What follows belongs to an exercise in optimizing a design on an open flow for small area, a short achievable clock period and few clock cycles; a production flow would make more cautious choices.
Only simulation tests tie the RTL to the original design; equivalence was not proved.

Setup of run A:
==> flow/design.v (excerpt) <==
module geofence (clk, reset, X, Y, valid, is_inside);
  input clk;
  input reset;
  input [9:0] X;
  input [9:0] Y;
  output reg valid;
  output reg is_inside;
  localparam S_IN = 2'd0, S_SCAN = 2'd1, S_PAIR = 2'd2, S_WAIT = 2'd3;
  reg [1:0] st;
  reg [3:0] cnt;
  reg [2:0] scfg;
  reg [2:0] mask;
  reg [1:0] tp;
  reg       opp, hf;
  reg [2:0] ph, rnd;
  reg       res_q, rpos_q;
  reg       dec, wrd, wrc;    
  reg       win, wout;        
  reg       vC, vD, vE;
  reg [4:0] mC, mD;
  reg [5:1] cmpm;
  reg [9:0] tx, ty;
  always @(posedge clk) if (st == S_IN && cnt == 4'd1) begin tx <= X; ty <= Y; end
  wire [10:0] dxp = {1'b0, X} - {1'b0, tx};
  wire [10:0] dxm = {1'b0, tx} - {1'b0, X};
  wire [10:0] dyp = {1'b0, Y} - {1'b0, ty};
  wire [10:0] dym = {1'b0, ty} - {1'b0, Y};
  wire        sxn = dxp[10];
  wire        syn = dyp[10];
  wire [9:0]  mxn = sxn ? dxm[9:0] : dxp[9:0];
  wire [9:0]  myn = syn ? dym[9:0] : dyp[9:0];
  reg [21:0] dr0, dr1, dr2, dr3, dr4, dr5;
  wire wr_d = wrd;
  always @(posedge clk) begin
    dr0 <= wr_d ? {sxn, mxn, syn, myn} : dr5;
    dr1 <= dr0; dr2 <= dr1; dr3 <= dr2; dr4 <= dr3; dr5 <= dr4;
  end
  wire       bsx = dr0[21];
  wire [9:0] bax = dr0[20:11];
  wire       bsy = dr0[10];
  wire [9:0] bay = dr0[9:0];
  wire nzx = |bax;
  wire nzy = |bay;
  wire q0 = ~bsx & nzx & ~bsy;
  wire q1 = (bsx | ~nzx) & ~bsy & nzy;
  wire q3 = ~bsx & bsy;
  wire [1:0] quad = {~q0 & ~q1, q1 | q3};
  wire odd = q1 | q3;
  wire lex = bay <= bax;
  wire eqx = bay == bax;
  wire half0 = odd ? (~lex | eqx) : lex;
  reg [9:0] ra, rb;         
  wire fb_a, fb_b;
  wire [9:0] n0 = fb_b ? rb : (fb_a ? ra : (lex ? bay : bax));
  wire [9:0] mxv = lex ? bax : bay;
  wire [11:0] x3 = {2'b00, bax} + {1'b0, bax, 1'b0};
  wire [11:0] y3 = {2'b00, bay} + {1'b0, bay, 1'b0};
  wire [11:0] mx3 = lex ? x3 : y3;
  reg [9:0] br, bd;
  reg [11:0] bd3;
  reg [1:0] bquad;
  reg       bh1;
  always @(posedge clk) begin
    br <= n0; bd <= mxv; bd3 <= mx3; bquad <= quad; bh1 <= ~half0;
  end
  ...
clock: 5.5 ns
lec_check: 0
abc_area: 0
abc_clock_period_in_ps: 2400
cap_margin: 20
core_margin: 2
core_utilization: 55
setup_slack_margin: 3.05
slew_margin: 20
run.sh (not shown) runs the stock make flow with config.mk's settings and CLKGATE_MAP_FILE= SYNTH_SCRIPT=/design/flow/synth_recipe.tcl, a recipe that flattens the netlist after the stock synthesis.
Testbench counts of run A, summed over its fixed seeds: cycles 16,231.
> inputs changed (run A -> run B)
- swapping 2400 for 2900 in ABC_CLOCK_PERIOD_IN_PS
- swapping 0 for 1 in ABC_AREA
- swapping 3.05 for 2.6 in SETUP_SLACK_MARGIN
Maximum single-stage delay on the critical path ends up higher on run B.
The met2 wire length of run B falls short of that of run A by 11%.
The run showing the greater count of buffering cells on the critical path with inverters included is run A.
Route | run B vs run A | wire shorter in run B
Modified inputs, run C compared to run B
- changing SETUP_SLACK_MARGIN from 2.6 to 3.05
- changing ABC_CLOCK_PERIOD_IN_PS from 2900 to 2450
### Flow results
Diff run C..run B | number of pins with negative max-slew slack in the final report | negligible. Compared with run B, maximum frequency in run C increased by more than 10%. Run C gives more post-detailed-routing wire length than run B did. Sort run C and run B by clock-cell share of area desc -> top: run B. Run B: done, clean on timing, DRC and antenna. Run C was carried through to the last stage, and its layout satisfied the timing, design-rule and antenna checks.
Changes in run D relative to run C:
- CORE_UTILIZATION changed from 55 to 45
Notes after the runs:
- Compared with run C, in run D placeable core area saw an increase, multi-input logic portion of the cell area went down, flip-flop and latch count held steady.
- Relative to run C, vias per cell has decreased by 0.17 in run D.

Another version of the RTL of geofence (not shown whole).
Size: about 350 flip-flops.
Settings: LEC_CHECK=0, ABC_AREA=1, ABC_CLOCK_PERIOD_IN_PS=2300, CAP_MARGIN=20, CORE_MARGIN=2, CORE_UTILIZATION=55, SETUP_SLACK_MARGIN=3.2, SLEW_MARGIN=20; clock period 5.5 ns.
Testbench counts at the start, summed over its fixed seeds: cycles 18,607.
==> next run, changes <==
- ABC_CLOCK_PERIOD_IN_PS: 2300 -> 3000
- SETUP_SLACK_MARGIN: 3.2 -> 2.5
Effect: Die area is unchanged; worst hold slack barely changes; via count is lower by a few percent; setup slack gets worse by 0.37 ns.
==> next run, changes <==
- ABC_CLOCK_PERIOD_IN_PS: 3000 -> 2600
- SETUP_SLACK_MARGIN: 2.5 -> 2.9
After rerunning:
- The new run completed with no timing, DRC or antenna violations
- cell area rose by 4.9%
- setup slack gains 0.36 ns
- first-iteration DRC count rose by 48%
- routed wire length rose by 7.2%
- area after synthesis is unchanged
- global-route usage rose by 1.4 points
- count of clock-buffer cells in the layout fell by 5
- sequential share of layout area fell by 1.6 points
- hold slack loses 0.0030 ns

geofence, a different RTL version from the one above (not shown whole).
Size in the first run: ~0.016 sq mm of cells after synthesis.
export LEC_CHECK = 0
export ABC_CLOCK_PERIOD_IN_PS = 3000
export CAP_MARGIN = 20
export CORE_MARGIN = 2
export CORE_UTILIZATION = 40
export SETUP_SLACK_MARGIN = 2.5
export SLEW_MARGIN = 20
create_clock -name core_clock -period 5.5 [get_ports {clk}]
The starting point finished with timing, DRC and antenna clean.
Testbench counts at the start, summed over its fixed seeds: cycles 20,092.
Edit:
ABC_CLOCK_PERIOD_IN_PS = unset   (was 3000)
SETUP_SLACK_MARGIN = unset   (was 2.5)
The new run went through all stages and came out clean. Wire length drops by a little under a tenth. Register-to-register slack degrades by 0.63 ns. Core utilization drops by 4.4 points. Synthesized cell count does not change.

main:
Another version of the RTL of geofence (not shown whole).
Size: about 350 flip-flops, about 19,000 um2 of cells after synthesis.
// geofence
module geofence (clk, reset, X, Y, valid, is_inside);
  input clk;
  input reset;
  input [9:0] X;
  input [9:0] Y;
  output reg valid;
  output reg is_inside;
  localparam S_IN = 2'd0, S_SCAN = 2'd1, S_PAIR = 2'd2, S_WAIT = 2'd3;
  reg [1:0] st;
  reg [3:0] cnt;
  reg [2:0] scfg;
  reg [2:0] mask;
  reg [1:0] tp;
  reg       opp, hf;
  reg [2:0] ph, rnd;
  reg       res_q, rpos_q;
  reg [5:1] cmpm;           
  reg       dec, wrd, wrc;  
  reg [9:0] tx, ty;
  always @(posedge clk) if (st == S_IN && cnt == 4'd1) begin tx <= X; ty <= Y; end
  wire [10:0] dxn = {1'b0, X} - {1'b0, tx};
  wire [10:0] dyn = {1'b0, Y} - {1'b0, ty};
  reg [21:0] dr0, dr1, dr2, dr3, dr4, dr5;
  wire wr_d = wrd;
  always @(posedge clk) begin
    dr0 <= wr_d ? {dxn, dyn} : dr5;
    dr1 <= dr0; dr2 <= dr1; dr3 <= dr2; dr4 <= dr3; dr5 <= dr4;
  end
  wire [10:0] bdx = dr0[21:11];
  wire [10:0] bdy = dr0[10:0];
  wire bsx = bdx[10];
  wire bsy = bdy[10];
  wire nzx = |bdx;
  wire nzy = |bdy;
  wire q0 = ~bsx & nzx & ~bsy;
  wire q1 = (bsx | ~nzx) & ~bsy & nzy;
  wire q3 = ~bsx & bsy;
  wire [1:0] quad = {~q0 & ~q1, q1 | q3};
  wire odd = q1 | q3;
  ...
make LEC_CHECK=0 ABC_AREA=1 ABC_CLOCK_PERIOD_IN_PS=3000 CAP_MARGIN=20 CORE_MARGIN=2 CORE_UTILIZATION=55 SETUP_SLACK_MARGIN=2.5 SLEW_MARGIN=20 finish   # period 5.5 ns
main ended with every stage complete and zero timing, DRC or antenna violations.
Testbench counts of main, summed over its fixed seeds: cycles 20,092.
Edits applied to the flow inputs when going from main to the feature branch:
-- flow/config.mk --
<<< main, line 8
export ABC_AREA = 1
export ABC_CLOCK_PERIOD_IN_PS = 3000
export CAP_MARGIN = 20
export CORE_MARGIN = 2
export CORE_UTILIZATION = 55
export SETUP_SLACK_MARGIN = 2.5
export SLEW_MARGIN = 20
>>> the feature branch, line 8
export ABC_AREA = 1
export ABC_CLOCK_PERIOD_IN_PS = 2700
export CAP_MARGIN = 20
export CORE_MARGIN = 2
export CORE_UTILIZATION = 60
export SETUP_SLACK_MARGIN = 2.8
export SLEW_MARGIN = 20
--- outcome ---
- Comparing count of standard-cell rows for main and the feature branch, the smaller number came from the feature branch.
- A highest routing layer actually used of met5 is what the feature branch shows, while met4 belongs to main.
- Compared with main, in the feature branch post-layout worst setup margin shows an increase of 200 ps; clock skew saw an increase; cell area increased by 3.9% relative to the old numbers.
- Global-route usage in the feature branch vs main: up 1.9 points
- [compare] base=main new=the feature branch: xor and xnor fraction of the mapped netlist area flat, wire length on met1 lower, setup slack of the worst register-to-register path rose 200 ps, final critical-path share of the clock period fell 3.6 points, via count picked up an extra 3.4%.

The RTL this note starts from:
==> flow/design.v <==
module geofence (clk, reset, X, Y, valid, is_inside);
  input clk;
  input reset;
  input [9:0] X;
  input [9:0] Y;
  output reg valid;
  output reg is_inside;
  localparam S_IN = 2'd0, S_SCAN = 2'd1, S_PAIR = 2'd2, S_WAIT = 2'd3;
  reg [1:0] st;
  reg [3:0] cnt;
  reg [2:0] scfg;
  reg [2:0] mask;
  reg [1:0] tp;
  reg       opp, hf;
  reg [2:0] ph, rnd;
  reg       res_q, rpos_q;
  reg [9:0] tx, ty;
  always @(posedge clk) if (st == S_IN && cnt == 4'd1) begin tx <= X; ty <= Y; end
  wire [10:0] dxp = {1'b0, X} - {1'b0, tx};
  wire [10:0] dxm = {1'b0, tx} - {1'b0, X};
  wire [10:0] dyp = {1'b0, Y} - {1'b0, ty};
  wire [10:0] dym = {1'b0, ty} - {1'b0, Y};
  wire        sxn = dxp[10];
  wire        syn = dyp[10];
  wire [9:0]  mxn = sxn ? dxm[9:0] : dxp[9:0];
  wire [9:0]  myn = syn ? dym[9:0] : dyp[9:0];
  reg [21:0] dr0, dr1, dr2, dr3, dr4, dr5;
  wire wr_d = (st == S_IN) && (cnt >= 4'd2) && (cnt <= 4'd7);
  always @(posedge clk) begin
    dr0 <= wr_d ? {sxn, mxn, syn, myn} : dr5;
    dr1 <= dr0; dr2 <= dr1; dr3 <= dr2; dr4 <= dr3; dr5 <= dr4;
  end
  wire       bsx = dr0[21];
  wire [9:0] bax = dr0[20:11];
  wire       bsy = dr0[10];
  wire [9:0] bay = dr0[9:0];
  wire nzx = |bax;
  wire nzy = |bay;
  wire q0 = ~bsx & nzx & ~bsy;
  wire q1 = (bsx | ~nzx) & ~bsy & nzy;
  wire q3 = ~bsx & bsy;
  wire [1:0] quad = {~q0 & ~q1, q1 | q3};
  wire odd = q1 | q3;
  wire lex = bay <= bax;
  wire eqx = bay == bax;
  wire half0 = odd ? (~lex | eqx) : lex;
  reg [9:0] ra, rb;         
  wire fb_a, fb_b;
  wire [9:0] n0 = fb_b ? rb : (fb_a ? ra : (lex ? bay : bax));
  wire [9:0] mxv = lex ? bax : bay;
  wire [11:0] x3 = {2'b00, bax} + {1'b0, bax, 1'b0};
  wire [11:0] y3 = {2'b00, bay} + {1'b0, bay, 1'b0};
  wire [11:0] mx3 = lex ? x3 : y3;
  reg [9:0] br, bd;
  reg [11:0] bd3;
  reg [1:0] bquad;
  reg       bh1;
  always @(posedge clk) begin
    br <= n0; bd <= mxv; bd3 <= mx3; bquad <= quad; bh1 <= ~half0;
  end
  function [11:0] r4step;
    input [9:0] r;
    input [9:0] d;
    input [11:0] d3;
    reg [12:0] t1, t2, t3;
    begin
      t1 = {1'b0, r, 2'b00} - {3'b000, d};
      t2 = {1'b0, r, 2'b00} - {2'b00, d, 1'b0};
      t3 = {1'b0, r, 2'b00} - {1'b0, d3};
      if (!t3[12])      r4step = {2'd3, t3[9:0]};
      else if (!t2[12]) r4step = {2'd2, t2[9:0]};
      else if (!t1[12]) r4step = {2'd1, t1[9:0]};
      else              r4step = {2'd0, r[7:0], 2'b00};
    end
  endfunction
  wire [11:0] sc = r4step(br, bd, bd3);
  reg [9:0] cr, cd;
  reg [11:0] cd3;
  reg [1:0] cq, cquad;
  reg       ch1;
  always @(posedge clk) begin
    cr <= sc[9:0]; cd <= bd; cd3 <= bd3; cq <= sc[11:10]; cquad <= bquad; ch1 <= bh1;
  end
  wire [11:0] sd = r4step(cr, cd, cd3);
  wire [3:0]  q4 = {cq, sd[11:10]};
  wire [9:0]  rem = sd[9:0];
  wire [6:0]  code = {cquad, ch1, ch1 ? ~q4 : q4};
  reg [9:0] e0, e1, e2, e3, e4, e5;
  wire [9:0] ev [0:5];
  assign ev[0] = e0; assign ev[1] = e1; assign ev[2] = e2;
  assign ev[3] = e3; assign ev[4] = e4; assign ev[5] = e5;
  wire [5:0] a_p, a_n, a_a;
  genvar g;
  generate
    for (g = 1; g < 6; g = g + 1) begin : cmpg
      wire [6:0] dl = e0[9:3] - ev[g][9:3];
      wire amb = dl[5:0] == 6'd0;
      wire en = (st == S_IN) && (cnt >= 4'd7) && (cnt <= 4'd11) && (g <= cnt - 4'd6);
      assign a_p[g] = en & ~amb & ~dl[6];
      assign a_n[g] = en & ~amb & dl[6];
      assign a_a[g] = en & amb;
    end
  endgenerate
  assign a_p[0] = 1'b0; assign a_n[0] = 1'b0; assign a_a[0] = 1'b0;
  wire [2:0] ua = rpos_q ? 3'b100 : 3'b010;
  wire [2:0] ub = rpos_q ? 3'b010 : 3'b100;
  wire [2:0] apos = (tp == 2'd1) ? 3'd0 : (3'd7 - {1'b0, tp});    
  wire [2:0] upd [0:5];
  wire [2:0] fin [0:5];
  generate
    for (g = 0; g < 6; g = g + 1) begin : updg
      assign fin[g] = (g == 0) ? {|a_n[5:1], |a_p[5:1], |a_a[5:1]}
                               : {a_p[g], a_n[g], a_a[g]};
      wire [2:0] u_fb = (res_q && g == 1) ? ub :
                        (res_q && g == apos) ? ua : 3'b000;
      assign upd[g] = fin[g] | u_fb;
    end
  endgenerate
  wire wr_c = (st == S_IN) && (cnt >= 4'd5) && (cnt <= 4'd10);
  always @(posedge clk) begin
    e0 <= wr_c ? {code, 3'b000} : (e5 | {7'd0, upd[5]});
    e1 <= e0 | {7'd0, upd[0]};
    e2 <= e1 | {7'd0, upd[1]};
    e3 <= e2 | {7'd0, upd[2]};
    e4 <= e3 | {7'd0, upd[3]};
    e5 <= e4 | {7'd0, upd[4]};
  end
  wire [5:0] fP, fN, fA;
  generate
    for (g = 0; g < 6; g = g + 1) begin : fg
      assign fP[g] = ev[g][2] | fin[g][2];
      assign fN[g] = ev[g][1] | fin[g][1];
      assign fA[g] = ev[g][0] | fin[g][0];
    end
  endgenerate
  wire ins_sure = &(fP & fN);
  wire out_sure = |(~fA & ~(fP & fN));
  wire [5:0] rP = {e5[2], e4[2], e3[2], e2[2], e1[2], e0[2]};
  wire [5:0] rN = {e5[1], e4[1], e3[1], e2[1], e1[1], e0[1]};
  wire ins_now = &(rP & rN);
  reg nb1, nb2, nb3;
  always @(posedge clk) begin
    nb1 <= e2[8:3] == e3[8:3];
    nb2 <= e2[8:3] == e4[8:3];
    nb3 <= e2[8:3] == e5[8:3];
  end
  wire amb1 = nb1;
  wire amb2 = nb2;
  wire amb3 = nb3 && (scfg < 3'd3);
  wire [2:0] pend = {amb3, amb2, amb1} & ~mask;
  wire [1:0] tsel = pend[0] ? 2'd1 : (pend[1] ? 2'd2 : 2'd3);
  wire [2:0] tbit = pend[0] ? 3'b001 : (pend[1] ? 3'b010 : 3'b100);
  wire       eb9 = (tsel == 2'd1) ? e4[9] : ((tsel == 2'd2) ? e5[9] : e0[9]);
  wire inp = (st == S_PAIR);
  assign fb_a = inp && (ph == 3'd0) && (rnd != 3'd0);
  assign fb_b = inp && (rnd != 3'd0) &&
                ((tp == 2'd1) ? (ph == 3'd5) : (tp == 2'd2) ? (ph == 3'd4) : (ph == 3'd3));
  wire a_d = inp && (ph == 3'd2);
  wire b_d = inp && ((tp == 2'd1) ? (ph == 3'd1 && rnd != 3'd0) :
                     (tp == 2'd2) ? (ph == 3'd0 && rnd != 3'd0) : (ph == 3'd5));
  wire [2:0] brnd = (tp == 2'd3) ? rnd : rnd - 3'd1;
  reg [3:0] ba, qb;
  reg       bchk, blast;
  wire differ = qb != ba;
  wire res = bchk && (differ || blast);
  wire rpos = differ & ((qb > ba) ^ hf ^ opp);
  always @(posedge clk) begin
    if (a_d) begin
      ra <= rem;
      ba <= q4;
    end
    if (b_d) rb <= rem;
    qb <= q4;
    bchk <= b_d && (brnd != 3'd0);
    blast <= brnd == 3'd5;
  end
  wire fin_scan = (st == S_SCAN) && (ins_now || (pend == 3'd0 && scfg == 3'd5));
  always @(posedge clk or posedge reset) begin
    if (reset) begin
      st <= S_IN;
      cnt <= 4'd1;
      scfg <= 3'd0;
      mask <= 3'd0;
      tp <= 2'd1;
      opp <= 1'b0;
      hf <= 1'b0;
      ph <= 3'd0;
      rnd <= 3'd0;
      res_q <= 1'b0;
      rpos_q <= 1'b0;
      valid <= 1'b0;
      is_inside <= 1'b0;
    end else begin
      res_q <= res;
      rpos_q <= rpos;
      valid <= 1'b0;
      case (st)
        S_IN: begin
          if (cnt == 4'd11) begin
            cnt <= 4'd12;
            valid <= ins_sure | out_sure;
            is_inside <= ins_sure;
            if (!(ins_sure | out_sure)) begin
              st <= S_SCAN;
              scfg <= 3'd0;
              mask <= 3'd0;
            end
          end else if (cnt == 4'd12)
            cnt <= 4'd1;
          else
            cnt <= cnt + 4'd1;
        end
        S_SCAN: begin
          if (fin_scan) begin
            valid <= 1'b1;
            is_inside <= ins_now;
            st <= S_IN;
            cnt <= 4'd12;
          end else if (pend == 3'd0) begin
            scfg <= scfg + 3'd1;
            mask <= 3'd0;
          end else begin
            st <= S_PAIR;
            tp <= tsel;
            mask <= mask | tbit;
            opp <= e3[9] ^ eb9;
            hf <= e3[7];
            ph <= 3'd1;
            rnd <= 3'd0;
          end
        end
        default: begin  
          if (ph == 3'd5) begin
            ph <= 3'd0;
            rnd <= rnd + 3'd1;
          end else
            ph <= ph + 3'd1;
          if (st == S_PAIR && res)
            st <= S_WAIT;
          else if (st == S_WAIT && ph == 3'd5)
            st <= S_SCAN;
        end
      endcase
    end
  end
endmodule
Settings: LEC_CHECK=0, ABC_CLOCK_PERIOD_IN_PS=3000, CAP_MARGIN=20, CORE_MARGIN=2, CORE_UTILIZATION=40, SETUP_SLACK_MARGIN=2.5, SLEW_MARGIN=20; clock period 5.5 ns.
The baseline finished with timing, DRC and antenna clean.
Testbench counts at the start, summed over its fixed seeds: cycles 20,092.
Change:
- ABC_CLOCK_PERIOD_IN_PS: 3000 -> 3500
- SETUP_SLACK_MARGIN: 2.5 -> 2.0
What happened:
- register-to-register slack loses 330 ps
- count of clock-buffer cells in the layout goes down by 1
- synthesized cell count stays the same
- final area goes down by a few percent
- via count goes down slightly
- core utilization goes down by 2.9 points
- cell count goes down slightly
- setup slack loses 300 ps
- die area is unchanged

## port drivers added, routing unchanged
The results above use ideal ports. As a check the final layouts listed here were re-extracted and re-timed, cells and wires unchanged.
Step 1 (the two cells are an assumption about what drives the block):
set clk [get_ports {clk}]
set_driving_cell -lib_cell sky130_fd_sc_hd__clkbuf_16 $clk
set_driving_cell -lib_cell sky130_fd_sc_hd__buf_2 [delete_from_list [all_inputs] $clk]
Step 2 also shifts input and output timing later by t, the mid clock arrival at the registers, as if the neighbouring blocks saw the same clock.
Slacks: no drivers / after step 1 / after step 2; pairs: no drivers / after step 1.
| run | shift t [ns] | setup slack, ns | clock arrival spread, ns |
|---|---|---|---|
| run A | 0.592 | 2.269 / 2.280 / 1.688 | 0.016 / 0.016 |
| run B | 0.602 | 2.680 / 2.711 / 2.109 | 0.023 / 0.024 |
| run C | 0.605 | 2.983 / 2.971 / 2.367 | 0.028 / 0.029 |
| run D | 0.607 | 2.868 / 2.857 / 2.249 | 0.017 / 0.017 |
| the first run of note 2 | 0.571 | 2.970 / 2.961 / 2.390 | 0.016 / 0.016 |
| the second run of note 2 | 0.586 | 2.601 / 2.627 / 2.041 | 0.020 / 0.020 |
| the third run of note 2 | 0.568 | 2.963 / 2.922 / 2.355 | 0.013 / 0.013 |
| the first run of note 3 | 0.577 | 1.207 / 1.207 / 1.207 | 0.020 / 0.021 |
| the second run of note 3 | 0.566 | 0.576 / 0.576 / 0.576 | 0.026 / 0.027 |
| main | 0.583 | 2.635 / 2.635 / 2.116 | 0.025 / 0.025 |
| the feature branch | 0.567 | 2.834 / 2.834 / 2.301 | 0.023 / 0.023 |
| the first run of note 5 | 0.602 | 2.263 / 2.255 / 1.653 | 0.025 / 0.024 |
| the second run of note 5 | 0.597 | 1.967 / 1.998 / 1.402 | 0.023 / 0.023 |
After both steps every run listed still meets setup and hold. The setup slack of run D, which loses most, moves by -0.011 ns with the drivers and by -0.619 ns with both steps.
